Background: an optimization exercise with open tools, aiming at small area. Do not read the settings as production practice. Only simulation tests tie the RTL to the original design; equivalence was not proved.

### design/flow/design.v
module AudioADC
(
input rst,
input AUD_BCLK,
input AUD_ADCLRCK,
input AUD_ADCDAT,
output reg [31:0] digital_signal_out,
output reg [13:0] t1_left,   
output reg [13:0] t1_right
);
reg [5:0] cnt;
reg [31:0] shift;
always @(posedge AUD_BCLK)
	shift <= {shift[30:0], AUD_ADCDAT};
always @(posedge AUD_BCLK or negedge rst)
begin
	if (rst == 1'b0)
		cnt <= 6'd0;
	else if (cnt == 6'd33)
		cnt <= 6'd0;
	else if (cnt != 6'd0 || AUD_ADCLRCK)
		cnt <= cnt + 6'd1;
end
reg [7:0] r;
reg [8:0] q;
wire sign_bit = (cnt == 6'd1) || (cnt == 6'd17);
wire [8:0] t = {r, AUD_ADCDAT};
wire ge = (t >= 9'd141);
wire [8:0] tm = t - 9'd141;
always @(posedge AUD_BCLK)
begin
	if (sign_bit) begin
		r <= AUD_ADCDAT ? 8'd140 : 8'd0;
		q <= {9{AUD_ADCDAT}};
	end else begin
		r <= ge ? tm[7:0] : t[7:0];
		q <= {q[7:0], ge};
	end
end
reg [3:0] g;
always @(*)
begin
	case (r)
		8'd0: g = 4'd0;
		8'd1: g = 4'd0;
		8'd2: g = 4'd0;
		8'd3: g = 4'd0;
		8'd4: g = 4'd0;
		8'd5: g = 4'd0;
		8'd6: g = 4'd0;
		8'd7: g = 4'd0;
		8'd8: g = 4'd0;
		8'd9: g = 4'd1;
		8'd10: g = 4'd1;
		8'd11: g = 4'd1;
		8'd12: g = 4'd1;
		8'd13: g = 4'd1;
		8'd14: g = 4'd1;
		8'd15: g = 4'd1;
		8'd16: g = 4'd1;
		8'd17: g = 4'd1;
		8'd18: g = 4'd2;
		8'd19: g = 4'd2;
		8'd20: g = 4'd2;
		8'd21: g = 4'd2;
		8'd22: g = 4'd2;
		8'd23: g = 4'd2;
		8'd24: g = 4'd2;
		8'd25: g = 4'd2;
		8'd26: g = 4'd2;
		8'd27: g = 4'd3;
		8'd28: g = 4'd3;
		8'd29: g = 4'd3;
		8'd30: g = 4'd3;
		8'd31: g = 4'd3;
		8'd32: g = 4'd3;
		8'd33: g = 4'd3;
		8'd34: g = 4'd3;
		8'd35: g = 4'd3;
		8'd36: g = 4'd4;
		8'd37: g = 4'd4;
		8'd38: g = 4'd4;
		8'd39: g = 4'd4;
		8'd40: g = 4'd4;
		8'd41: g = 4'd4;
		8'd42: g = 4'd4;
		8'd43: g = 4'd4;
		8'd44: g = 4'd4;
		8'd45: g = 4'd5;
		8'd46: g = 4'd5;
		8'd47: g = 4'd5;
		8'd48: g = 4'd5;
		8'd49: g = 4'd5;
		8'd50: g = 4'd5;
		8'd51: g = 4'd5;
		8'd52: g = 4'd5;
		8'd53: g = 4'd6;
		8'd54: g = 4'd6;
		8'd55: g = 4'd6;
		8'd56: g = 4'd6;
		8'd57: g = 4'd6;
		8'd58: g = 4'd6;
		8'd59: g = 4'd6;
		8'd60: g = 4'd6;
		8'd61: g = 4'd6;
		8'd62: g = 4'd7;
		8'd63: g = 4'd7;
		8'd64: g = 4'd7;
		8'd65: g = 4'd7;
		8'd66: g = 4'd7;
		8'd67: g = 4'd7;
		8'd68: g = 4'd7;
		8'd69: g = 4'd7;
		8'd70: g = 4'd7;
		8'd71: g = 4'd8;
		8'd72: g = 4'd8;
		8'd73: g = 4'd8;
		8'd74: g = 4'd8;
		8'd75: g = 4'd8;
		8'd76: g = 4'd8;
		8'd77: g = 4'd8;
		8'd78: g = 4'd8;
		8'd79: g = 4'd8;
		8'd80: g = 4'd9;
		8'd81: g = 4'd9;
		8'd82: g = 4'd9;
		8'd83: g = 4'd9;
		8'd84: g = 4'd9;
		8'd85: g = 4'd9;
		8'd86: g = 4'd9;
		8'd87: g = 4'd9;
		8'd88: g = 4'd9;
		8'd89: g = 4'd10;
		8'd90: g = 4'd10;
		8'd91: g = 4'd10;
		8'd92: g = 4'd10;
		8'd93: g = 4'd10;
		8'd94: g = 4'd10;
		8'd95: g = 4'd10;
		8'd96: g = 4'd10;
		8'd97: g = 4'd11;
		8'd98: g = 4'd11;
		8'd99: g = 4'd11;
		8'd100: g = 4'd11;
		8'd101: g = 4'd11;
		8'd102: g = 4'd11;
		8'd103: g = 4'd11;
		8'd104: g = 4'd11;
		8'd105: g = 4'd11;
		8'd106: g = 4'd12;
		8'd107: g = 4'd12;
		8'd108: g = 4'd12;
		8'd109: g = 4'd12;
		8'd110: g = 4'd12;
		8'd111: g = 4'd12;
		8'd112: g = 4'd12;
		8'd113: g = 4'd12;
		8'd114: g = 4'd12;
		8'd115: g = 4'd13;
		8'd116: g = 4'd13;
		8'd117: g = 4'd13;
		8'd118: g = 4'd13;
		8'd119: g = 4'd13;
		8'd120: g = 4'd13;
		8'd121: g = 4'd13;
		8'd122: g = 4'd13;
		8'd123: g = 4'd13;
		8'd124: g = 4'd14;
		8'd125: g = 4'd14;
		8'd126: g = 4'd14;
		8'd127: g = 4'd14;
		8'd128: g = 4'd14;
		8'd129: g = 4'd14;
		8'd130: g = 4'd14;
		8'd131: g = 4'd14;
		8'd132: g = 4'd14;
		8'd133: g = 4'd15;
		8'd134: g = 4'd15;
		8'd135: g = 4'd15;
		8'd136: g = 4'd15;
		8'd137: g = 4'd15;
		8'd138: g = 4'd15;
		8'd139: g = 4'd15;
		8'd140: g = 4'd15;
		default: g = 4'd15;
	endcase
end
wire [13:0] t1_now = {q, g, q[8] & (r != 8'd0)};
reg [13:0] t1_saved;
always @(posedge AUD_BCLK)
	if (cnt == 6'd17)
		t1_saved <= t1_now;
always @(posedge AUD_BCLK or negedge rst)
begin
	if (rst == 1'b0) begin
		digital_signal_out <= 32'd0;
		t1_left <= 14'd0;
		t1_right <= 14'd0;
	end else if (cnt == 6'd33) begin
		digital_signal_out <= shift;
		t1_left <= t1_saved;
		t1_right <= t1_now;
	end
end
endmodule
module AudioDAC
(
input rst,
input AUD_BCLK,
input AUD_DACLRCK,
input [31:0] digital_signal_in,
output AUD_DACDAT
);
reg [5:0] cnt;
reg top;
reg [31:0] ring;
wire idle = (cnt == 6'd0);
always @(posedge AUD_BCLK or negedge rst)
begin
	if (rst == 1'b0)
		cnt <= 6'd0;
	else if (cnt == 6'd33)
		cnt <= 6'd0;
	else if (!idle || AUD_DACLRCK)
		cnt <= cnt + 6'd1;
end
always @(posedge AUD_BCLK or negedge rst)
begin
	if (rst == 1'b0)
		top <= 1'b0;
	else
		top <= idle ? digital_signal_in[31] : ring[31];
end
always @(posedge AUD_BCLK)
	ring <= idle ? {digital_signal_in[30:0], digital_signal_in[31]} : {ring[30:0], top};
assign AUD_DACDAT = top;
endmodule
module LowPassFilter
(
input rst,
input AUDIO_CLK,
input AUD_DACLRCK,
input [13:0] t1,
output [15:0] y
);
reg [15:0] lastOutput;
lp_ch d(lastOutput, t1[13:1], t1[0], y);
always @(posedge AUDIO_CLK or negedge rst)
begin
	if (rst == 1'b0)
		lastOutput <= 16'd0;
	else if (AUD_DACLRCK)
		lastOutput <= y;
end
endmodule
module lp_ch(input [15:0] y, input [12:0] t1, input c1, output [15:0] yn);
wire pos = ~y[15];
wire [7:0] uh = y[15:8];
wire [7:0] ul = y[7:0];
wire [13:0] m;
wire a1 = ~uh[0] & 1'b1;
wire a2 = ~uh[0] ^ 1'b1;
wire a3 = ~uh[1] & a1;
wire a4 = ~uh[1] ^ a1;
wire a5 = ~uh[2] ^ pos ^ a3;
wire a6 = (~uh[2] & pos) | (~uh[2] & a3) | (pos & a3);
wire a7 = uh[0] ^ ~uh[3] ^ pos;
wire a8 = (uh[0] & ~uh[3]) | (uh[0] & pos) | (~uh[3] & pos);
wire a9 = a6 & a7;
wire a10 = a6 ^ a7;
wire a11 = uh[1] ^ ~uh[4] ^ ul[0];
wire a12 = (uh[1] & ~uh[4]) | (uh[1] & ul[0]) | (~uh[4] & ul[0]);
wire a13 = a8 ^ a9 ^ a11;
wire a14 = (a8 & a9) | (a8 & a11) | (a9 & a11);
wire a15 = uh[2] ^ ~uh[5] ^ ul[1];
wire a16 = (uh[2] & ~uh[5]) | (uh[2] & ul[1]) | (~uh[5] & ul[1]);
wire a17 = a12 ^ a14 ^ a15;
wire a18 = (a12 & a14) | (a12 & a15) | (a14 & a15);
wire a19 = uh[3] ^ ~uh[6] ^ ul[2];
wire a20 = (uh[3] & ~uh[6]) | (uh[3] & ul[2]) | (~uh[6] & ul[2]);
wire a21 = a16 ^ a18 ^ a19;
wire a22 = (a16 & a18) | (a16 & a19) | (a18 & a19);
wire a23 = uh[4] ^ uh[7] ^ ul[3];
wire a24 = (uh[4] & uh[7]) | (uh[4] & ul[3]) | (uh[7] & ul[3]);
wire a25 = pos ^ 1'b1 ^ a20;
wire a26 = (pos & 1'b1) | (pos & a20) | (1'b1 & a20);
wire a27 = a22 ^ a23 ^ a25;
wire a28 = (a22 & a23) | (a22 & a25) | (a23 & a25);
wire a29 = uh[5] ^ ul[4] ^ 1'b1;
wire a30 = (uh[5] & ul[4]) | (uh[5] & 1'b1) | (ul[4] & 1'b1);
wire a31 = a24 ^ a26 ^ a28;
wire a32 = (a24 & a26) | (a24 & a28) | (a26 & a28);
wire a33 = a29 & a31;
wire a34 = a29 ^ a31;
wire a35 = uh[6] ^ ul[5] ^ 1'b1;
wire a36 = (uh[6] & ul[5]) | (uh[6] & 1'b1) | (ul[5] & 1'b1);
wire a37 = a30 ^ a32 ^ a33;
wire a38 = (a30 & a32) | (a30 & a33) | (a32 & a33);
wire a39 = a35 & a37;
wire a40 = a35 ^ a37;
wire a41 = ~uh[7] ^ ul[6] ^ a36;
wire a42 = (~uh[7] & ul[6]) | (~uh[7] & a36) | (ul[6] & a36);
wire a43 = a38 ^ a39 ^ a41;
wire a44 = (a38 & a39) | (a38 & a41) | (a39 & a41);
wire a45 = ul[7] ^ 1'b1 ^ a42;
wire a46 = (ul[7] & 1'b1) | (ul[7] & a42) | (1'b1 & a42);
wire a47 = a44 & a45;
wire a48 = a44 ^ a45;
wire a49 = 1'b1 ^ a46 ^ a47;
wire a50 = (1'b1 & a46) | (1'b1 & a47) | (a46 & a47);
wire a51 = 1'b1 ^ a50;
assign m[0] = a2;
assign m[1] = a4;
assign m[2] = a5;
assign m[3] = a10;
assign m[4] = a13;
assign m[5] = a17;
assign m[6] = a21;
assign m[7] = a27;
assign m[8] = a34;
assign m[9] = a40;
assign m[10] = a43;
assign m[11] = a48;
assign m[12] = a49;
assign m[13] = a51;
wire [6:0] mh = m[13:7];
wire [6:0] ml = m[6:0];
wire [9:0] p;
wire b1 = ml[0] ^ ~mh[0] ^ 1'b1;
wire b2 = (ml[0] & ~mh[0]) | (ml[0] & 1'b1) | (~mh[0] & 1'b1);
wire b3 = ml[1] ^ ~mh[1] ^ b2;
wire b4 = (ml[1] & ~mh[1]) | (ml[1] & b2) | (~mh[1] & b2);
wire b5 = ml[2] ^ ~mh[0] ^ ~mh[2];
wire b6 = (ml[2] & ~mh[0]) | (ml[2] & ~mh[2]) | (~mh[0] & ~mh[2]);
wire b7 = 1'b1 ^ b4 ^ b5;
wire b8 = (1'b1 & b4) | (1'b1 & b5) | (b4 & b5);
wire b9 = ml[3] ^ ~mh[0] ^ ~mh[1];
wire b10 = (ml[3] & ~mh[0]) | (ml[3] & ~mh[1]) | (~mh[0] & ~mh[1]);
wire b11 = ~mh[3] ^ 1'b1 ^ b6;
wire b12 = (~mh[3] & 1'b1) | (~mh[3] & b6) | (1'b1 & b6);
wire b13 = b8 ^ b9 ^ b11;
wire b14 = (b8 & b9) | (b8 & b11) | (b9 & b11);
wire b15 = ml[4] ^ ~mh[1] ^ ~mh[2];
wire b16 = (ml[4] & ~mh[1]) | (ml[4] & ~mh[2]) | (~mh[1] & ~mh[2]);
wire b17 = ~mh[4] ^ b10 ^ b12;
wire b18 = (~mh[4] & b10) | (~mh[4] & b12) | (b10 & b12);
wire b19 = b14 ^ b15 ^ b17;
wire b20 = (b14 & b15) | (b14 & b17) | (b15 & b17);
wire b21 = ml[5] ^ ~mh[2] ^ ~mh[3];
wire b22 = (ml[5] & ~mh[2]) | (ml[5] & ~mh[3]) | (~mh[2] & ~mh[3]);
wire b23 = ~mh[5] ^ b16 ^ b18;
wire b24 = (~mh[5] & b16) | (~mh[5] & b18) | (b16 & b18);
wire b25 = b20 ^ b21 ^ b23;
wire b26 = (b20 & b21) | (b20 & b23) | (b21 & b23);
wire b27 = ml[6] ^ ~mh[3] ^ ~mh[4];
wire b28 = (ml[6] & ~mh[3]) | (ml[6] & ~mh[4]) | (~mh[3] & ~mh[4]);
wire b29 = mh[6] ^ 1'b1 ^ b22;
wire b30 = (mh[6] & 1'b1) | (mh[6] & b22) | (1'b1 & b22);
wire b31 = b24 ^ b26 ^ b27;
wire b32 = (b24 & b26) | (b24 & b27) | (b26 & b27);
wire b33 = b29 & b31;
wire b34 = b29 ^ b31;
wire b35 = ~mh[4] ^ ~mh[5] ^ 1'b1;
wire b36 = (~mh[4] & ~mh[5]) | (~mh[4] & 1'b1) | (~mh[5] & 1'b1);
wire b37 = b28 ^ b30 ^ b32;
wire b38 = (b28 & b30) | (b28 & b32) | (b30 & b32);
wire b39 = b33 ^ b35 ^ b37;
wire b40 = (b33 & b35) | (b33 & b37) | (b35 & b37);
wire b41 = ~mh[5] ^ mh[6] ^ b36;
wire b42 = (~mh[5] & mh[6]) | (~mh[5] & b36) | (mh[6] & b36);
wire b43 = b38 ^ b40 ^ b41;
wire b44 = (b38 & b40) | (b38 & b41) | (b40 & b41);
wire b45 = mh[6] ^ b42 ^ b44;
assign p[0] = b1;
assign p[1] = b3;
assign p[2] = b7;
assign p[3] = b13;
assign p[4] = b19;
assign p[5] = b25;
assign p[6] = b34;
assign p[7] = b39;
assign p[8] = b43;
assign p[9] = b45;
wire g1 = $signed(p) >= 10'sd141;
wire l0 = p[9];
wire l1 = $signed(p) < -10'sd141;
wire l2 = $signed(p) < -10'sd282;
wire l3 = $signed(p) < -10'sd423;
wire f1 = t1[0] ^ c1 ^ y[0];
wire f2 = (t1[0] & c1) | (t1[0] & y[0]) | (c1 & y[0]);
wire f3 = ~uh[0] ^ ~mh[0] ^ ~g1;
wire f4 = (~uh[0] & ~mh[0]) | (~uh[0] & ~g1) | (~mh[0] & ~g1);
wire f5 = l0 ^ l1 ^ l2;
wire f6 = (l0 & l1) | (l0 & l2) | (l1 & l2);
wire f7 = l3 ^ 1'b1 ^ f1;
wire f8 = (l3 & 1'b1) | (l3 & f1) | (1'b1 & f1);
wire f9 = f3 ^ f5 ^ f7;
wire f10 = (f3 & f5) | (f3 & f7) | (f5 & f7);
wire f11 = t1[1] ^ y[1] ^ ~uh[1];
wire f12 = (t1[1] & y[1]) | (t1[1] & ~uh[1]) | (y[1] & ~uh[1]);
wire f13 = ~mh[1] ^ f2 ^ f4;
wire f14 = (~mh[1] & f2) | (~mh[1] & f4) | (f2 & f4);
wire f15 = f6 ^ f8 ^ f10;
wire f16 = (f6 & f8) | (f6 & f10) | (f8 & f10);
wire f17 = f11 ^ f13 ^ f15;
wire f18 = (f11 & f13) | (f11 & f15) | (f13 & f15);
wire f19 = t1[2] ^ y[2] ^ uh[0];
wire f20 = (t1[2] & y[2]) | (t1[2] & uh[0]) | (y[2] & uh[0]);
wire f21 = ~uh[2] ^ ~mh[2] ^ f12;
wire f22 = (~uh[2] & ~mh[2]) | (~uh[2] & f12) | (~mh[2] & f12);
wire f23 = f14 ^ f16 ^ f18;
wire f24 = (f14 & f16) | (f14 & f18) | (f16 & f18);
wire f25 = f19 ^ f21 ^ f23;
wire f26 = (f19 & f21) | (f19 & f23) | (f21 & f23);
wire f27 = t1[3] ^ y[3] ^ uh[1];
wire f28 = (t1[3] & y[3]) | (t1[3] & uh[1]) | (y[3] & uh[1]);
wire f29 = ~uh[3] ^ ~mh[3] ^ f20;
wire f30 = (~uh[3] & ~mh[3]) | (~uh[3] & f20) | (~mh[3] & f20);
wire f31 = f22 ^ f24 ^ f26;
wire f32 = (f22 & f24) | (f22 & f26) | (f24 & f26);
wire f33 = f27 ^ f29 ^ f31;
wire f34 = (f27 & f29) | (f27 & f31) | (f29 & f31);
wire f35 = t1[4] ^ y[4] ^ uh[2];
wire f36 = (t1[4] & y[4]) | (t1[4] & uh[2]) | (y[4] & uh[2]);
wire f37 = ~uh[4] ^ ~mh[4] ^ f28;
wire f38 = (~uh[4] & ~mh[4]) | (~uh[4] & f28) | (~mh[4] & f28);
wire f39 = f30 ^ f32 ^ f34;
wire f40 = (f30 & f32) | (f30 & f34) | (f32 & f34);
wire f41 = f35 ^ f37 ^ f39;
wire f42 = (f35 & f37) | (f35 & f39) | (f37 & f39);
wire f43 = t1[5] ^ y[5] ^ ~uh[0];
wire f44 = (t1[5] & y[5]) | (t1[5] & ~uh[0]) | (y[5] & ~uh[0]);
wire f45 = uh[3] ^ ~uh[5] ^ ~mh[5];
wire f46 = (uh[3] & ~uh[5]) | (uh[3] & ~mh[5]) | (~uh[5] & ~mh[5]);
wire f47 = 1'b1 ^ f36 ^ f38;
wire f48 = (1'b1 & f36) | (1'b1 & f38) | (f36 & f38);
wire f49 = f40 ^ f42 ^ f43;
wire f50 = (f40 & f42) | (f40 & f43) | (f42 & f43);
wire f51 = f45 ^ f47 ^ f49;
wire f52 = (f45 & f47) | (f45 & f49) | (f47 & f49);
wire f53 = t1[6] ^ y[6] ^ ~uh[1];
wire f54 = (t1[6] & y[6]) | (t1[6] & ~uh[1]) | (y[6] & ~uh[1]);
wire f55 = uh[4] ^ ~uh[6] ^ mh[6];
wire f56 = (uh[4] & ~uh[6]) | (uh[4] & mh[6]) | (~uh[6] & mh[6]);
wire f57 = 1'b1 ^ f44 ^ f46;
wire f58 = (1'b1 & f44) | (1'b1 & f46) | (f44 & f46);
wire f59 = f48 ^ f50 ^ f52;
wire f60 = (f48 & f50) | (f48 & f52) | (f50 & f52);
wire f61 = f53 ^ f55 ^ f57;
wire f62 = (f53 & f55) | (f53 & f57) | (f55 & f57);
wire f63 = f59 & f61;
wire f64 = f59 ^ f61;
wire f65 = t1[7] ^ y[7] ^ ~uh[2];
wire f66 = (t1[7] & y[7]) | (t1[7] & ~uh[2]) | (y[7] & ~uh[2]);
wire f67 = uh[5] ^ uh[7] ^ f54;
wire f68 = (uh[5] & uh[7]) | (uh[5] & f54) | (uh[7] & f54);
wire f69 = f56 ^ f58 ^ f60;
wire f70 = (f56 & f58) | (f56 & f60) | (f58 & f60);
wire f71 = f62 ^ f63 ^ f65;
wire f72 = (f62 & f63) | (f62 & f65) | (f63 & f65);
wire f73 = f67 ^ f69 ^ f71;
wire f74 = (f67 & f69) | (f67 & f71) | (f69 & f71);
wire f75 = t1[8] ^ y[8] ^ ~uh[3];
wire f76 = (t1[8] & y[8]) | (t1[8] & ~uh[3]) | (y[8] & ~uh[3]);
wire f77 = uh[6] ^ 1'b1 ^ f66;
wire f78 = (uh[6] & 1'b1) | (uh[6] & f66) | (1'b1 & f66);
wire f79 = f68 ^ f70 ^ f72;
wire f80 = (f68 & f70) | (f68 & f72) | (f70 & f72);
wire f81 = f74 ^ f75 ^ f77;
wire f82 = (f74 & f75) | (f74 & f77) | (f75 & f77);
wire f83 = f79 & f81;
wire f84 = f79 ^ f81;
wire f85 = t1[9] ^ y[9] ^ ~uh[4];
wire f86 = (t1[9] & y[9]) | (t1[9] & ~uh[4]) | (y[9] & ~uh[4]);
wire f87 = ~uh[7] ^ f76 ^ f78;
wire f88 = (~uh[7] & f76) | (~uh[7] & f78) | (f76 & f78);
wire f89 = f80 ^ f82 ^ f83;
wire f90 = (f80 & f82) | (f80 & f83) | (f82 & f83);
wire f91 = f85 ^ f87 ^ f89;
wire f92 = (f85 & f87) | (f85 & f89) | (f87 & f89);
wire f93 = t1[10] ^ y[10] ^ ~uh[5];
wire f94 = (t1[10] & y[10]) | (t1[10] & ~uh[5]) | (y[10] & ~uh[5]);
wire f95 = 1'b1 ^ f86 ^ f88;
wire f96 = (1'b1 & f86) | (1'b1 & f88) | (f86 & f88);
wire f97 = f90 ^ f92 ^ f93;
wire f98 = (f90 & f92) | (f90 & f93) | (f92 & f93);
wire f99 = f95 & f97;
wire f100 = f95 ^ f97;
wire f101 = t1[11] ^ y[11] ^ ~uh[6];
wire f102 = (t1[11] & y[11]) | (t1[11] & ~uh[6]) | (y[11] & ~uh[6]);
wire f103 = 1'b1 ^ f94 ^ f96;
wire f104 = (1'b1 & f94) | (1'b1 & f96) | (f94 & f96);
wire f105 = f98 ^ f99 ^ f101;
wire f106 = (f98 & f99) | (f98 & f101) | (f99 & f101);
wire f107 = f103 & f105;
wire f108 = f103 ^ f105;
wire f109 = ~t1[12] ^ y[12] ^ uh[7];
wire f110 = (~t1[12] & y[12]) | (~t1[12] & uh[7]) | (y[12] & uh[7]);
wire f111 = 1'b1 ^ f102 ^ f104;
wire f112 = (1'b1 & f102) | (1'b1 & f104) | (f102 & f104);
wire f113 = f106 ^ f107 ^ f109;
wire f114 = (f106 & f107) | (f106 & f109) | (f107 & f109);
wire f115 = f111 & f113;
wire f116 = f111 ^ f113;
wire f117 = y[13] ^ f110 ^ f112;
wire f118 = (y[13] & f110) | (y[13] & f112) | (f110 & f112);
wire f119 = f114 ^ f115 ^ f117;
wire f120 = (f114 & f115) | (f114 & f117) | (f115 & f117);
wire f121 = y[14] ^ 1'b1 ^ f118;
wire f122 = (y[14] & 1'b1) | (y[14] & f118) | (1'b1 & f118);
wire f123 = f120 & f121;
wire f124 = f120 ^ f121;
wire f125 = ~y[15] ^ f122 ^ f123;
assign yn[0] = f9;
assign yn[1] = f17;
assign yn[2] = f25;
assign yn[3] = f33;
assign yn[4] = f41;
assign yn[5] = f51;
assign yn[6] = f64;
assign yn[7] = f73;
assign yn[8] = f84;
assign yn[9] = f91;
assign yn[10] = f100;
assign yn[11] = f108;
assign yn[12] = f116;
assign yn[13] = f119;
assign yn[14] = f124;
assign yn[15] = f125;
endmodule
module HighPassFilter
(
input rst,
input AUDIO_CLK,
input AUD_DACLRCK,
input [15:0] x,
input [15:0] xp,
output [15:0] y
);
reg [14:0] lastOutput;
wire [14:0] q;
hp_ch d(lastOutput, x, xp, q);
assign y = {q[14], q};
always @(posedge AUDIO_CLK or negedge rst)
begin
	if (rst == 1'b0)
		lastOutput <= 15'd0;
	else if (AUD_DACLRCK)
		lastOutput <= q;
end
endmodule
module hp_ch(input [14:0] h, input [15:0] x, input [15:0] xp, output [14:0] q);
wire [17:0] u;
wire s1 = h[0] ^ x[0] ^ ~xp[0];
wire s2 = (h[0] & x[0]) | (h[0] & ~xp[0]) | (x[0] & ~xp[0]);
wire s3 = 1'b1 & s1;
wire s4 = 1'b1 ^ s1;
wire s5 = h[1] ^ x[1] ^ ~xp[1];
wire s6 = (h[1] & x[1]) | (h[1] & ~xp[1]) | (x[1] & ~xp[1]);
wire s7 = s2 ^ s3 ^ s5;
wire s8 = (s2 & s3) | (s2 & s5) | (s3 & s5);
wire s9 = h[2] ^ x[2] ^ ~xp[2];
wire s10 = (h[2] & x[2]) | (h[2] & ~xp[2]) | (x[2] & ~xp[2]);
wire s11 = s6 ^ s8 ^ s9;
wire s12 = (s6 & s8) | (s6 & s9) | (s8 & s9);
wire s13 = h[3] ^ x[3] ^ ~xp[3];
wire s14 = (h[3] & x[3]) | (h[3] & ~xp[3]) | (x[3] & ~xp[3]);
wire s15 = s10 ^ s12 ^ s13;
wire s16 = (s10 & s12) | (s10 & s13) | (s12 & s13);
wire s17 = h[4] ^ x[4] ^ ~xp[4];
wire s18 = (h[4] & x[4]) | (h[4] & ~xp[4]) | (x[4] & ~xp[4]);
wire s19 = s14 ^ s16 ^ s17;
wire s20 = (s14 & s16) | (s14 & s17) | (s16 & s17);
wire s21 = h[5] ^ x[5] ^ ~xp[5];
wire s22 = (h[5] & x[5]) | (h[5] & ~xp[5]) | (x[5] & ~xp[5]);
wire s23 = s18 ^ s20 ^ s21;
wire s24 = (s18 & s20) | (s18 & s21) | (s20 & s21);
wire s25 = h[6] ^ x[6] ^ ~xp[6];
wire s26 = (h[6] & x[6]) | (h[6] & ~xp[6]) | (x[6] & ~xp[6]);
wire s27 = s22 ^ s24 ^ s25;
wire s28 = (s22 & s24) | (s22 & s25) | (s24 & s25);
wire s29 = h[7] ^ x[7] ^ ~xp[7];
wire s30 = (h[7] & x[7]) | (h[7] & ~xp[7]) | (x[7] & ~xp[7]);
wire s31 = s26 ^ s28 ^ s29;
wire s32 = (s26 & s28) | (s26 & s29) | (s28 & s29);
wire s33 = h[8] ^ x[8] ^ ~xp[8];
wire s34 = (h[8] & x[8]) | (h[8] & ~xp[8]) | (x[8] & ~xp[8]);
wire s35 = s30 ^ s32 ^ s33;
wire s36 = (s30 & s32) | (s30 & s33) | (s32 & s33);
wire s37 = h[9] ^ x[9] ^ ~xp[9];
wire s38 = (h[9] & x[9]) | (h[9] & ~xp[9]) | (x[9] & ~xp[9]);
wire s39 = s34 ^ s36 ^ s37;
wire s40 = (s34 & s36) | (s34 & s37) | (s36 & s37);
wire s41 = h[10] ^ x[10] ^ ~xp[10];
wire s42 = (h[10] & x[10]) | (h[10] & ~xp[10]) | (x[10] & ~xp[10]);
wire s43 = s38 ^ s40 ^ s41;
wire s44 = (s38 & s40) | (s38 & s41) | (s40 & s41);
wire s45 = h[11] ^ x[11] ^ ~xp[11];
wire s46 = (h[11] & x[11]) | (h[11] & ~xp[11]) | (x[11] & ~xp[11]);
wire s47 = s42 ^ s44 ^ s45;
wire s48 = (s42 & s44) | (s42 & s45) | (s44 & s45);
wire s49 = h[12] ^ x[12] ^ ~xp[12];
wire s50 = (h[12] & x[12]) | (h[12] & ~xp[12]) | (x[12] & ~xp[12]);
wire s51 = s46 ^ s48 ^ s49;
wire s52 = (s46 & s48) | (s46 & s49) | (s48 & s49);
wire s53 = h[13] ^ x[13] ^ ~xp[13];
wire s54 = (h[13] & x[13]) | (h[13] & ~xp[13]) | (x[13] & ~xp[13]);
wire s55 = s50 ^ s52 ^ s53;
wire s56 = (s50 & s52) | (s50 & s53) | (s52 & s53);
wire s57 = ~h[14] ^ x[14] ^ ~xp[14];
wire s58 = (~h[14] & x[14]) | (~h[14] & ~xp[14]) | (x[14] & ~xp[14]);
wire s59 = 1'b1 ^ s54 ^ s56;
wire s60 = (1'b1 & s54) | (1'b1 & s56) | (s54 & s56);
wire s61 = s57 & s59;
wire s62 = s57 ^ s59;
wire s63 = ~x[15] ^ xp[15] ^ 1'b1;
wire s64 = (~x[15] & xp[15]) | (~x[15] & 1'b1) | (xp[15] & 1'b1);
wire s65 = s58 ^ s60 ^ s61;
wire s66 = (s58 & s60) | (s58 & s61) | (s60 & s61);
wire s67 = s63 & s65;
wire s68 = s63 ^ s65;
wire s69 = s64 ^ s66 ^ s67;
wire s70 = (s64 & s66) | (s64 & s67) | (s66 & s67);
wire s71 = 1'b1 ^ s70;
assign u[0] = s4;
assign u[1] = s7;
assign u[2] = s11;
assign u[3] = s15;
assign u[4] = s19;
assign u[5] = s23;
assign u[6] = s27;
assign u[7] = s31;
assign u[8] = s35;
assign u[9] = s39;
assign u[10] = s43;
assign u[11] = s47;
assign u[12] = s51;
assign u[13] = s55;
assign u[14] = s62;
assign u[15] = s68;
assign u[16] = s69;
assign u[17] = s71;
wire neg = u[17];
wire [9:0] uh = u[17:8];
wire [7:0] ul = u[7:0];
wire [13:0] m;
wire a1 = ~uh[0] & 1'b1;
wire a2 = ~uh[0] ^ 1'b1;
wire a3 = ~uh[1] & a1;
wire a4 = ~uh[1] ^ a1;
wire a5 = ~uh[2] ^ neg ^ a3;
wire a6 = (~uh[2] & neg) | (~uh[2] & a3) | (neg & a3);
wire a7 = uh[0] ^ ~uh[3] ^ neg;
wire a8 = (uh[0] & ~uh[3]) | (uh[0] & neg) | (~uh[3] & neg);
wire a9 = a6 & a7;
wire a10 = a6 ^ a7;
wire a11 = uh[1] ^ ~uh[4] ^ ul[0];
wire a12 = (uh[1] & ~uh[4]) | (uh[1] & ul[0]) | (~uh[4] & ul[0]);
wire a13 = a8 ^ a9 ^ a11;
wire a14 = (a8 & a9) | (a8 & a11) | (a9 & a11);
wire a15 = uh[2] ^ ~uh[5] ^ ul[1];
wire a16 = (uh[2] & ~uh[5]) | (uh[2] & ul[1]) | (~uh[5] & ul[1]);
wire a17 = a12 ^ a14 ^ a15;
wire a18 = (a12 & a14) | (a12 & a15) | (a14 & a15);
wire a19 = uh[3] ^ ~uh[6] ^ ul[2];
wire a20 = (uh[3] & ~uh[6]) | (uh[3] & ul[2]) | (~uh[6] & ul[2]);
wire a21 = a16 ^ a18 ^ a19;
wire a22 = (a16 & a18) | (a16 & a19) | (a18 & a19);
wire a23 = uh[4] ^ ~uh[7] ^ ul[3];
wire a24 = (uh[4] & ~uh[7]) | (uh[4] & ul[3]) | (~uh[7] & ul[3]);
wire a25 = neg ^ a20 ^ a22;
wire a26 = (neg & a20) | (neg & a22) | (a20 & a22);
wire a27 = a23 & a25;
wire a28 = a23 ^ a25;
wire a29 = uh[5] ^ ~uh[8] ^ ul[4];
wire a30 = (uh[5] & ~uh[8]) | (uh[5] & ul[4]) | (~uh[8] & ul[4]);
wire a31 = a24 ^ a26 ^ a27;
wire a32 = (a24 & a26) | (a24 & a27) | (a26 & a27);
wire a33 = a29 & a31;
wire a34 = a29 ^ a31;
wire a35 = uh[6] ^ uh[9] ^ ul[5];
wire a36 = (uh[6] & uh[9]) | (uh[6] & ul[5]) | (uh[9] & ul[5]);
wire a37 = 1'b1 ^ a30 ^ a32;
wire a38 = (1'b1 & a30) | (1'b1 & a32) | (a30 & a32);
wire a39 = a33 ^ a35 ^ a37;
wire a40 = (a33 & a35) | (a33 & a37) | (a35 & a37);
wire a41 = uh[7] ^ ul[6] ^ 1'b1;
wire a42 = (uh[7] & ul[6]) | (uh[7] & 1'b1) | (ul[6] & 1'b1);
wire a43 = a36 ^ a38 ^ a40;
wire a44 = (a36 & a38) | (a36 & a40) | (a38 & a40);
wire a45 = a41 & a43;
wire a46 = a41 ^ a43;
wire a47 = uh[8] ^ ul[7] ^ 1'b1;
wire a48 = (uh[8] & ul[7]) | (uh[8] & 1'b1) | (ul[7] & 1'b1);
wire a49 = a42 ^ a44 ^ a45;
wire a50 = (a42 & a44) | (a42 & a45) | (a44 & a45);
wire a51 = a47 & a49;
wire a52 = a47 ^ a49;
wire a53 = ~uh[9] ^ a48 ^ a50;
wire a54 = (~uh[9] & a48) | (~uh[9] & a50) | (a48 & a50);
wire a55 = a51 & a53;
wire a56 = a51 ^ a53;
wire a57 = 1'b1 ^ a54 ^ a55;
assign m[0] = a2;
assign m[1] = a4;
assign m[2] = a5;
assign m[3] = a10;
assign m[4] = a13;
assign m[5] = a17;
assign m[6] = a21;
assign m[7] = a28;
assign m[8] = a34;
assign m[9] = a39;
assign m[10] = a46;
assign m[11] = a52;
assign m[12] = a56;
assign m[13] = a57;
wire [6:0] mh = m[13:7];
wire [6:0] ml = m[6:0];
wire [10:0] p;
wire b1 = ml[0] ^ ~mh[0] ^ 1'b1;
wire b2 = (ml[0] & ~mh[0]) | (ml[0] & 1'b1) | (~mh[0] & 1'b1);
wire b3 = ml[1] ^ ~mh[1] ^ b2;
wire b4 = (ml[1] & ~mh[1]) | (ml[1] & b2) | (~mh[1] & b2);
wire b5 = ml[2] ^ ~mh[0] ^ ~mh[2];
wire b6 = (ml[2] & ~mh[0]) | (ml[2] & ~mh[2]) | (~mh[0] & ~mh[2]);
wire b7 = 1'b1 ^ b4 ^ b5;
wire b8 = (1'b1 & b4) | (1'b1 & b5) | (b4 & b5);
wire b9 = ml[3] ^ ~mh[0] ^ ~mh[1];
wire b10 = (ml[3] & ~mh[0]) | (ml[3] & ~mh[1]) | (~mh[0] & ~mh[1]);
wire b11 = ~mh[3] ^ 1'b1 ^ b6;
wire b12 = (~mh[3] & 1'b1) | (~mh[3] & b6) | (1'b1 & b6);
wire b13 = b8 ^ b9 ^ b11;
wire b14 = (b8 & b9) | (b8 & b11) | (b9 & b11);
wire b15 = ml[4] ^ ~mh[1] ^ ~mh[2];
wire b16 = (ml[4] & ~mh[1]) | (ml[4] & ~mh[2]) | (~mh[1] & ~mh[2]);
wire b17 = ~mh[4] ^ b10 ^ b12;
wire b18 = (~mh[4] & b10) | (~mh[4] & b12) | (b10 & b12);
wire b19 = b14 ^ b15 ^ b17;
wire b20 = (b14 & b15) | (b14 & b17) | (b15 & b17);
wire b21 = ml[5] ^ ~mh[2] ^ ~mh[3];
wire b22 = (ml[5] & ~mh[2]) | (ml[5] & ~mh[3]) | (~mh[2] & ~mh[3]);
wire b23 = ~mh[5] ^ b16 ^ b18;
wire b24 = (~mh[5] & b16) | (~mh[5] & b18) | (b16 & b18);
wire b25 = b20 ^ b21 ^ b23;
wire b26 = (b20 & b21) | (b20 & b23) | (b21 & b23);
wire b27 = ml[6] ^ ~mh[3] ^ ~mh[4];
wire b28 = (ml[6] & ~mh[3]) | (ml[6] & ~mh[4]) | (~mh[3] & ~mh[4]);
wire b29 = mh[6] ^ 1'b1 ^ b22;
wire b30 = (mh[6] & 1'b1) | (mh[6] & b22) | (1'b1 & b22);
wire b31 = b24 ^ b26 ^ b27;
wire b32 = (b24 & b26) | (b24 & b27) | (b26 & b27);
wire b33 = b29 & b31;
wire b34 = b29 ^ b31;
wire b35 = ~mh[4] ^ ~mh[5] ^ 1'b1;
wire b36 = (~mh[4] & ~mh[5]) | (~mh[4] & 1'b1) | (~mh[5] & 1'b1);
wire b37 = b28 ^ b30 ^ b32;
wire b38 = (b28 & b30) | (b28 & b32) | (b30 & b32);
wire b39 = b33 ^ b35 ^ b37;
wire b40 = (b33 & b35) | (b33 & b37) | (b35 & b37);
wire b41 = ~mh[5] ^ mh[6] ^ b36;
wire b42 = (~mh[5] & mh[6]) | (~mh[5] & b36) | (mh[6] & b36);
wire b43 = b38 ^ b40 ^ b41;
wire b44 = (b38 & b40) | (b38 & b41) | (b40 & b41);
wire b45 = mh[6] ^ b42 ^ b44;
wire b46 = (mh[6] & b42) | (mh[6] & b44) | (b42 & b44);
wire b47 = 1'b1 ^ b46;
assign p[0] = b1;
assign p[1] = b3;
assign p[2] = b7;
assign p[3] = b13;
assign p[4] = b19;
assign p[5] = b25;
assign p[6] = b34;
assign p[7] = b39;
assign p[8] = b43;
assign p[9] = b45;
assign p[10] = b47;
wire g1 = $signed(p) >= 11'sd141;
wire g2 = $signed(p) >= 11'sd282;
wire g3 = $signed(p) >= 11'sd423;
wire l0 = p[10];
wire l1 = $signed(p) < -11'sd141;
wire l2 = $signed(p) < -11'sd282;
wire l3 = $signed(p) < -11'sd423;
wire l4 = $signed(p) < -11'sd564;
wire l5 = $signed(p) < -11'sd705;
wire f1 = uh[0] ^ mh[0] ^ g1;
wire f2 = (uh[0] & mh[0]) | (uh[0] & g1) | (mh[0] & g1);
wire f3 = g2 ^ g3 ^ ~l0;
wire f4 = (g2 & g3) | (g2 & ~l0) | (g3 & ~l0);
wire f5 = ~l1 ^ ~l2 ^ ~l3;
wire f6 = (~l1 & ~l2) | (~l1 & ~l3) | (~l2 & ~l3);
wire f7 = ~l4 ^ ~l5 ^ f1;
wire f8 = (~l4 & ~l5) | (~l4 & f1) | (~l5 & f1);
wire f9 = f3 ^ f5 ^ f7;
wire f10 = (f3 & f5) | (f3 & f7) | (f5 & f7);
wire f11 = uh[1] ^ mh[1] ^ 1'b1;
wire f12 = (uh[1] & mh[1]) | (uh[1] & 1'b1) | (mh[1] & 1'b1);
wire f13 = f2 ^ f4 ^ f6;
wire f14 = (f2 & f4) | (f2 & f6) | (f4 & f6);
wire f15 = f8 ^ f10 ^ f11;
wire f16 = (f8 & f10) | (f8 & f11) | (f10 & f11);
wire f17 = f13 & f15;
wire f18 = f13 ^ f15;
wire f19 = ~uh[0] ^ uh[2] ^ mh[2];
wire f20 = (~uh[0] & uh[2]) | (~uh[0] & mh[2]) | (uh[2] & mh[2]);
wire f21 = 1'b1 ^ f12 ^ f14;
wire f22 = (1'b1 & f12) | (1'b1 & f14) | (f12 & f14);
wire f23 = f16 ^ f17 ^ f19;
wire f24 = (f16 & f17) | (f16 & f19) | (f17 & f19);
wire f25 = f21 & f23;
wire f26 = f21 ^ f23;
wire f27 = ~uh[1] ^ uh[3] ^ mh[3];
wire f28 = (~uh[1] & uh[3]) | (~uh[1] & mh[3]) | (uh[3] & mh[3]);
wire f29 = 1'b1 ^ f20 ^ f22;
wire f30 = (1'b1 & f20) | (1'b1 & f22) | (f20 & f22);
wire f31 = f24 ^ f25 ^ f27;
wire f32 = (f24 & f25) | (f24 & f27) | (f25 & f27);
wire f33 = f29 & f31;
wire f34 = f29 ^ f31;
wire f35 = ~uh[2] ^ uh[4] ^ mh[4];
wire f36 = (~uh[2] & uh[4]) | (~uh[2] & mh[4]) | (uh[4] & mh[4]);
wire f37 = 1'b1 ^ f28 ^ f30;
wire f38 = (1'b1 & f28) | (1'b1 & f30) | (f28 & f30);
wire f39 = f32 ^ f33 ^ f35;
wire f40 = (f32 & f33) | (f32 & f35) | (f33 & f35);
wire f41 = f37 & f39;
wire f42 = f37 ^ f39;
wire f43 = uh[0] ^ ~uh[3] ^ uh[5];
wire f44 = (uh[0] & ~uh[3]) | (uh[0] & uh[5]) | (~uh[3] & uh[5]);
wire f45 = mh[5] ^ 1'b1 ^ f36;
wire f46 = (mh[5] & 1'b1) | (mh[5] & f36) | (1'b1 & f36);
wire f47 = f38 ^ f40 ^ f41;
wire f48 = (f38 & f40) | (f38 & f41) | (f40 & f41);
wire f49 = f43 ^ f45 ^ f47;
wire f50 = (f43 & f45) | (f43 & f47) | (f45 & f47);
wire f51 = uh[1] ^ ~uh[4] ^ uh[6];
wire f52 = (uh[1] & ~uh[4]) | (uh[1] & uh[6]) | (~uh[4] & uh[6]);
wire f53 = ~mh[6] ^ f44 ^ f46;
wire f54 = (~mh[6] & f44) | (~mh[6] & f46) | (f44 & f46);
wire f55 = f48 ^ f50 ^ f51;
wire f56 = (f48 & f50) | (f48 & f51) | (f50 & f51);
wire f57 = f53 & f55;
wire f58 = f53 ^ f55;
wire f59 = uh[2] ^ ~uh[5] ^ uh[7];
wire f60 = (uh[2] & ~uh[5]) | (uh[2] & uh[7]) | (~uh[5] & uh[7]);
wire f61 = 1'b1 ^ f52 ^ f54;
wire f62 = (1'b1 & f52) | (1'b1 & f54) | (f52 & f54);
wire f63 = f56 ^ f57 ^ f59;
wire f64 = (f56 & f57) | (f56 & f59) | (f57 & f59);
wire f65 = f61 & f63;
wire f66 = f61 ^ f63;
wire f67 = uh[3] ^ ~uh[6] ^ uh[8];
wire f68 = (uh[3] & ~uh[6]) | (uh[3] & uh[8]) | (~uh[6] & uh[8]);
wire f69 = 1'b1 ^ f60 ^ f62;
wire f70 = (1'b1 & f60) | (1'b1 & f62) | (f60 & f62);
wire f71 = f64 ^ f65 ^ f67;
wire f72 = (f64 & f65) | (f64 & f67) | (f65 & f67);
wire f73 = f69 & f71;
wire f74 = f69 ^ f71;
wire f75 = uh[4] ^ ~uh[7] ^ ~uh[9];
wire f76 = (uh[4] & ~uh[7]) | (uh[4] & ~uh[9]) | (~uh[7] & ~uh[9]);
wire f77 = f68 ^ f70 ^ f72;
wire f78 = (f68 & f70) | (f68 & f72) | (f70 & f72);
wire f79 = f73 ^ f75 ^ f77;
wire f80 = (f73 & f75) | (f73 & f77) | (f75 & f77);
wire f81 = uh[5] ^ ~uh[8] ^ 1'b1;
wire f82 = (uh[5] & ~uh[8]) | (uh[5] & 1'b1) | (~uh[8] & 1'b1);
wire f83 = f76 ^ f78 ^ f80;
wire f84 = (f76 & f78) | (f76 & f80) | (f78 & f80);
wire f85 = f81 & f83;
wire f86 = f81 ^ f83;
wire f87 = uh[6] ^ uh[9] ^ f82;
wire f88 = (uh[6] & uh[9]) | (uh[6] & f82) | (uh[9] & f82);
wire f89 = f84 ^ f85 ^ f87;
wire f90 = (f84 & f85) | (f84 & f87) | (f85 & f87);
wire f91 = uh[7] ^ 1'b1 ^ f88;
wire f92 = (uh[7] & 1'b1) | (uh[7] & f88) | (1'b1 & f88);
wire f93 = f90 & f91;
wire f94 = f90 ^ f91;
wire f95 = uh[8] ^ 1'b1 ^ f92;
wire f96 = (uh[8] & 1'b1) | (uh[8] & f92) | (1'b1 & f92);
wire f97 = f93 & f95;
wire f98 = f93 ^ f95;
wire f99 = ~uh[9] ^ f96 ^ f97;
assign q[0] = f9;
assign q[1] = f18;
assign q[2] = f26;
assign q[3] = f34;
assign q[4] = f42;
assign q[5] = f49;
assign q[6] = f58;
assign q[7] = f66;
assign q[8] = f74;
assign q[9] = f79;
assign q[10] = f86;
assign q[11] = f89;
assign q[12] = f94;
assign q[13] = f98;
assign q[14] = f99;
endmodule
module EchoFilter
(
input [15:0] x,
input [15:0] xp,
output [15:0] y
);
ec_ch d(x, xp, y);
endmodule
module ec_ch(input [15:0] x, input [15:0] xp, output [15:0] y);
wire [13:0] xq = ~xp[15:2];
wire c = xp[15] | ~(xp[1] | xp[0]);
wire s1 = x[0] ^ xp[0] ^ xq[0];
wire s2 = (x[0] & xp[0]) | (x[0] & xq[0]) | (xp[0] & xq[0]);
wire s3 = c & s1;
wire s4 = c ^ s1;
wire s5 = x[1] ^ xp[1] ^ xq[1];
wire s6 = (x[1] & xp[1]) | (x[1] & xq[1]) | (xp[1] & xq[1]);
wire s7 = s2 ^ s3 ^ s5;
wire s8 = (s2 & s3) | (s2 & s5) | (s3 & s5);
wire s9 = x[2] ^ xp[2] ^ xq[2];
wire s10 = (x[2] & xp[2]) | (x[2] & xq[2]) | (xp[2] & xq[2]);
wire s11 = s6 ^ s8 ^ s9;
wire s12 = (s6 & s8) | (s6 & s9) | (s8 & s9);
wire s13 = x[3] ^ xp[3] ^ xq[3];
wire s14 = (x[3] & xp[3]) | (x[3] & xq[3]) | (xp[3] & xq[3]);
wire s15 = s10 ^ s12 ^ s13;
wire s16 = (s10 & s12) | (s10 & s13) | (s12 & s13);
wire s17 = x[4] ^ xp[4] ^ xq[4];
wire s18 = (x[4] & xp[4]) | (x[4] & xq[4]) | (xp[4] & xq[4]);
wire s19 = s14 ^ s16 ^ s17;
wire s20 = (s14 & s16) | (s14 & s17) | (s16 & s17);
wire s21 = x[5] ^ xp[5] ^ xq[5];
wire s22 = (x[5] & xp[5]) | (x[5] & xq[5]) | (xp[5] & xq[5]);
wire s23 = s18 ^ s20 ^ s21;
wire s24 = (s18 & s20) | (s18 & s21) | (s20 & s21);
wire s25 = x[6] ^ xp[6] ^ xq[6];
wire s26 = (x[6] & xp[6]) | (x[6] & xq[6]) | (xp[6] & xq[6]);
wire s27 = s22 ^ s24 ^ s25;
wire s28 = (s22 & s24) | (s22 & s25) | (s24 & s25);
wire s29 = x[7] ^ xp[7] ^ xq[7];
wire s30 = (x[7] & xp[7]) | (x[7] & xq[7]) | (xp[7] & xq[7]);
wire s31 = s26 ^ s28 ^ s29;
wire s32 = (s26 & s28) | (s26 & s29) | (s28 & s29);
wire s33 = x[8] ^ xp[8] ^ xq[8];
wire s34 = (x[8] & xp[8]) | (x[8] & xq[8]) | (xp[8] & xq[8]);
wire s35 = s30 ^ s32 ^ s33;
wire s36 = (s30 & s32) | (s30 & s33) | (s32 & s33);
wire s37 = x[9] ^ xp[9] ^ xq[9];
wire s38 = (x[9] & xp[9]) | (x[9] & xq[9]) | (xp[9] & xq[9]);
wire s39 = s34 ^ s36 ^ s37;
wire s40 = (s34 & s36) | (s34 & s37) | (s36 & s37);
wire s41 = x[10] ^ xp[10] ^ xq[10];
wire s42 = (x[10] & xp[10]) | (x[10] & xq[10]) | (xp[10] & xq[10]);
wire s43 = s38 ^ s40 ^ s41;
wire s44 = (s38 & s40) | (s38 & s41) | (s40 & s41);
wire s45 = x[11] ^ xp[11] ^ xq[11];
wire s46 = (x[11] & xp[11]) | (x[11] & xq[11]) | (xp[11] & xq[11]);
wire s47 = s42 ^ s44 ^ s45;
wire s48 = (s42 & s44) | (s42 & s45) | (s44 & s45);
wire s49 = x[12] ^ xp[12] ^ xq[12];
wire s50 = (x[12] & xp[12]) | (x[12] & xq[12]) | (xp[12] & xq[12]);
wire s51 = s46 ^ s48 ^ s49;
wire s52 = (s46 & s48) | (s46 & s49) | (s48 & s49);
wire s53 = x[13] ^ xp[13] ^ ~xq[13];
wire s54 = (x[13] & xp[13]) | (x[13] & ~xq[13]) | (xp[13] & ~xq[13]);
wire s55 = 1'b1 ^ s50 ^ s52;
wire s56 = (1'b1 & s50) | (1'b1 & s52) | (s50 & s52);
wire s57 = s53 & s55;
wire s58 = s53 ^ s55;
wire s59 = x[14] ^ xp[14] ^ 1'b1;
wire s60 = (x[14] & xp[14]) | (x[14] & 1'b1) | (xp[14] & 1'b1);
wire s61 = s54 ^ s56 ^ s57;
wire s62 = (s54 & s56) | (s54 & s57) | (s56 & s57);
wire s63 = s59 & s61;
wire s64 = s59 ^ s61;
wire s65 = ~x[15] ^ ~xp[15] ^ 1'b1;
wire s66 = s60 ^ s62 ^ s63;
wire s67 = s65 ^ s66;
assign y[0] = s4;
assign y[1] = s7;
assign y[2] = s11;
assign y[3] = s15;
assign y[4] = s19;
assign y[5] = s23;
assign y[6] = s27;
assign y[7] = s31;
assign y[8] = s35;
assign y[9] = s39;
assign y[10] = s43;
assign y[11] = s47;
assign y[12] = s51;
assign y[13] = s58;
assign y[14] = s64;
assign y[15] = s67;
endmodule
module audio_core
(
	input AUD_BCLK,
	input rst,
	input [2:0]SW,
	input AUD_ADCLRCK,
	input AUD_ADCDAT,
	input AUD_DACLRCK,
	output AUD_DACDAT
);
wire [31:0] x;
reg [31:0] currentDACData;
wire [13:0] t1L, t1R;
AudioADC myADC(rst, AUD_BCLK, AUD_ADCLRCK, AUD_ADCDAT, x, t1L, t1R);
reg [31:0] xp;
always @(posedge AUD_BCLK or negedge rst)
begin
	if (rst == 1'b0)
		xp <= 32'd0;
	else if (AUD_DACLRCK)
		xp <= x;
end
wire [31:0] lp, hp, ec;
LowPassFilter lpL(rst, AUD_BCLK, AUD_DACLRCK, t1L, lp[31:16]);
LowPassFilter lpR(rst, AUD_BCLK, AUD_DACLRCK, t1R, lp[15:0]);
HighPassFilter hpL(rst, AUD_BCLK, AUD_DACLRCK, x[31:16], xp[31:16], hp[31:16]);
HighPassFilter hpR(rst, AUD_BCLK, AUD_DACLRCK, x[15:0], xp[15:0], hp[15:0]);
EchoFilter ecL(x[31:16], xp[31:16], ec[31:16]);
EchoFilter ecR(x[15:0], xp[15:0], ec[15:0]);
always @(*)
begin
	case (SW)
		3'b001: currentDACData = lp;
		3'b010: currentDACData = hp;
		3'b100: currentDACData = ec;
		default: currentDACData = x;
	endcase
end
AudioDAC myDAC(rst, AUD_BCLK, AUD_DACLRCK, currentDACData, AUD_DACDAT);
endmodule
### design/flow/run.sh
#!/bin/bash
# synth_recipe.tcl (not shown) runs the flow's synth.tcl, then flattens the netlist and writes it again
# the make line also repeats each setting of config.mk as NAME=value (left out here)
make -C /OpenROAD-flow-scripts/flow DESIGN_CONFIG=/design/flow/config.mk WORK_HOME=/design/flow/orfs CLKGATE_MAP_FILE= SYNTH_SCRIPT=/design/flow/synth_recipe.tcl finish
### design/flow/config.mk
export PLATFORM = sky130hd
export DESIGN_NAME = audio_core
export DESIGN_NICKNAME = audio_core
export VERILOG_FILES = /design/flow/design.v
export SDC_FILE = /design/flow/constraint.sdc
export NUM_CORES = 4
export LEC_CHECK = 0
export CAP_MARGIN = 20
export CORE_MARGIN = 2
export CORE_UTILIZATION = 40
export SLEW_MARGIN = 20
### design/flow/constraint.sdc
create_clock -name core_clock -period 40.0 [get_ports {AUD_BCLK}]
set_input_delay 8.0000 -clock core_clock [delete_from_list [all_inputs] [get_ports {AUD_BCLK}]]
set_output_delay 8.0000 -clock core_clock [all_outputs]
set_load 0.01 [all_outputs]
==> results.sh <==
export IMPL_status="complete, no violations"
export IMPL_final_common_cell="inv_1"
export IMPL_min_period_ns=27.14
export IMPL_fillers=5433
export IMPL_fmax_mhz=36.9
export IMPL_reg2reg_slack_ns=12.86
export IMPL_synth_avg_cell_area_sq_um=10.7
export IMPL_seq_area_sq_mm=0.00630
export IMPL_grt_pass1_vias=15997
export IMPL_cts_tree="done"
export IMPL_fin_tns_setup_ns=0
export IMPL_num_rows=88
export IMPL_vias_per_cell=4.91
export IMPL_initial_utilization_pct=40.2
export IMPL_cp_depth=96
export IMPL_synth_cells=2153
export IMPL_coreArea_sq_mm=0.0574
export IMPL_portBuffers=8
export IMPL_criticalPathCategory="flip-flop to flip-flop"
export IMPL_cpMostUsedCell="fa_1"
export IMPL_dp_hpwl_um=39700
export IMPL_cts_sinks=266
export IMPL_synth_top_cell_by_area="fa_1"
export IMPL_tightest_slew_ns=0.965
export IMPL_async_flop_share_pct=62.8
export IMPL_synthTopCellsByArea="fa_1 (34%), dfrtp_1 (18%), inv_1 (9.0%)"
export IMPL_die_x_um=244
export IMPL_vias=14400
export IMPL_yosysSeqAreaShare_pct=27.3
export IMPL_whs_path_depth=0
export IMPL_gp_congestion=0.837
export IMPL_cts_resized=0
export IMPL_grt_max_degree=76
export IMPL_num_io_pins=9
export IMPL_rsz0062_at_grt="no"
export IMPL_hold_start="myADC.shift[6]"
export IMPL_clockBufferDepth=3
export IMPL_clock_latency_ns=0.60
export IMPL_cp_required_ns=40.47
export IMPL_overflow=0
export IMPL_finalSetupViolCount=0
export IMPL_drv_slew=0
export IMPL_synth_fp_nets=2716
export IMPL_slowest_delay_ns=0.58
export IMPL_cp_top_family="adder cells"
export IMPL_r2r_cells=96
export IMPL_netlist_area_leader_share_pct=33.8
export IMPL_synth_cell_types=72
export IMPL_htree_num_levels=1
export IMPL_reg2reg_from="myADC.digital_signal_out[16]"
export IMPL_syn_to_final_growth_pct=8.24
export IMPL_holdBufCountCts=0
export IMPL_path_buf_inv=23
export IMPL_path_max_fanout=7
export IMPL_ys_flop_type="dfrtp_1"
export IMPL_cp_start_kind="flip-flop"
export IMPL_drc=0
export IMPL_synth_edff_count=14
export IMPL_mostFrequentLayoutCells="inv_1 (555), fa_1 (390), dfrtp_1 (167)"
export IMPL_numCtsBuffers=31
export IMPL_post_cts_buffers=0
export IMPL_crit_path_top_delay_cell="fa_1"
export IMPL_fin_nets=2705
export IMPL_ant_nets=0
export IMPL_grt_pass1_wl_um=84300
export IMPL_yosysWarnings=5
export IMPL_drive_gt1_share_pct=7.84
export IMPL_hold_viol=0
export IMPL_first_pass_iters=5
export IMPL_critPathCaptureType="flip-flop"
export IMPL_drtIter0Drc=821
export IMPL_wire_per_inst_um=16.8
export IMPL_arrival_ns=27.61
export IMPL_antenna_cells=0
export IMPL_ys_ff_latch=266
export IMPL_syn_cell_area_sq_mm=0.0231
export IMPL_maxCapViolations=0
export IMPL_worstHoldEndpoint="myADC.shift[7]"
export IMPL_clk_pin_slew_ns=0.06
export IMPL_fin_skew_ns=0.0349
export IMPL_max_slew_margin_rel_pct=35.7
export IMPL_antenna_found_initial=0
export IMPL_r2r_end="myDAC.ring[0]"
export IMPL_hp_class="flip-flop to flip-flop"
export IMPL_fp_dieArea_sq_mm=0.0597
export IMPL_wl_um=49200
export IMPL_die_h_um=244
export IMPL_cts_root_buf="clkbuf_16"
export IMPL_final_period_utilization_pct=67.8
export IMPL_grtUsageTotal_pct=17.5
export IMPL_multi_input_area_sq_mm=0.0144
==> cell type report <==
class / count / area share (%)
Clock inverter: 20 / 0.826
Multi-Input combinational cell: 1266 / 57.8
Inverter: 557 / 8.39
Timing Repair Buffer: 20 / 0.676
Tap cell: 765 / 3.83
Sequential cell: 266 / 25.2
Clock buffer: 38 / 3.29
==> synthesized netlist by cell type (9+ instances only) <==
| cell | instances |
|---|---|
| nor2_1 | 65 |
| o211ai_1 | 11 |
| dfxtp_1 | 85 |
| a22oi_1 | 26 |
| edfxtp_1 | 14 |
| nand3_1 | 16 |
| xor2_1 | 12 |
| buf_1 | 9 |
| nor3_1 | 9 |
| dfrtp_1 | 167 |
| xnor2_1 | 26 |
| a221oi_1 | 26 |
| nor2b_1 | 10 |
| clkbuf_1 | 50 |
| o21ai_0 | 114 |
| ha_1 | 165 |
| a21oi_1 | 38 |
| o21a_1 | 9 |
| fa_1 | 390 |
| mux2_2 | 88 |
| nand2_1 | 142 |
| inv_1 | 555 |
==> sequential cells by signal, summed over array words and instances (netlist names), 15 cells and up <==
register / count
xp: 32
hpR.lastOutput: 15
lpR.lastOutput: 16
lpL.lastOutput: 16
myDAC.ring: 32
myADC.digital_signal_out: 32
myADC.shift: 32
hpL.lastOutput: 15
==> layer usage <==
layer	wire length, um	track usage [%]
met5	0	0
met4	1430	4.95
met3	1450	1.98
met2	24600	30.3
met1	21700	23.3
==> cells by family after synthesis <==
kind of cell,after synthesis,synth area share (%)
buffers and inverters,621,10.2
AO/OA/AOI/OAI,284,7.87
multiplexers,96,4.64
AND/OR/NAND/NOR,292,5.76
flip-flops,266,27.3
XOR/XNOR,38,1.44
adder cells (fa/ha/maj),556,42.8
==> how the worst max path moves through the flow <==
stage                                       startpoint             to  slack, ns
final                     myADC.digital_signal_out[16]  myDAC.ring[0]      12.86
after global routing      myADC.digital_signal_out[16]  myDAC.ring[0]      11.33
after CTS                 myADC.digital_signal_out[16]  myDAC.ring[0]      12.70
after detailed placement  myADC.digital_signal_out[16]  myDAC.ring[0]      12.66
after global placement    myADC.digital_signal_out[16]      myDAC.top      13.14
after floorplan           myADC.digital_signal_out[16]      myDAC.top      13.94
==> metrics by stage <==
stage / cell area (sq um) / std cells / hold WS (ns) / util, % / setup WS, ns
2_1_floorplan: 23100 / 2153 / 0.327 / - / 13.94
3_3_place_gp: 24000 / 2874 / 0.331 / 41.8 / 13.14
3_5_place_dp: 24000 / 2874 / 0.333 / 41.8 / 12.66
4_1_cts: 25000 / 2932 / 0.347 / 43.6 / 12.70
5_1_grt: 25000 / 2932 / 0.356 / 43.6 / 11.33
6_report: 25000 / 2932 / 0.347 / 43.6 / 12.86

[what the ideal ports hide]
The results above use ideal ports. As a check the final layout listed here was re-extracted and re-timed, cells and wires unchanged. Step 1 assumes that a clkbuf_16 drives the clock port and a buf_2 every other input. Step 2 times the ports against the registers' clock, not the clock port: input delays grow and output delays shrink by t, the midpoint of the rising clock arrivals with the driver on. a / b / c = no drivers / after step 1 / after step 2; a / b = the first two.
t (ns): 0.637
setup slack, ns: 12.863 / 12.863 / 12.863
latest minus earliest clock arrival (ns): 0.037 / 0.037
worst slew at a driven data input, ns: 0.04
cell pins on the clock port's net: 1
After both steps setup and hold are still met in this run. For this run, drivers alone change the setup slack by 0.000 ns; drivers and shift together by 0.000 ns.
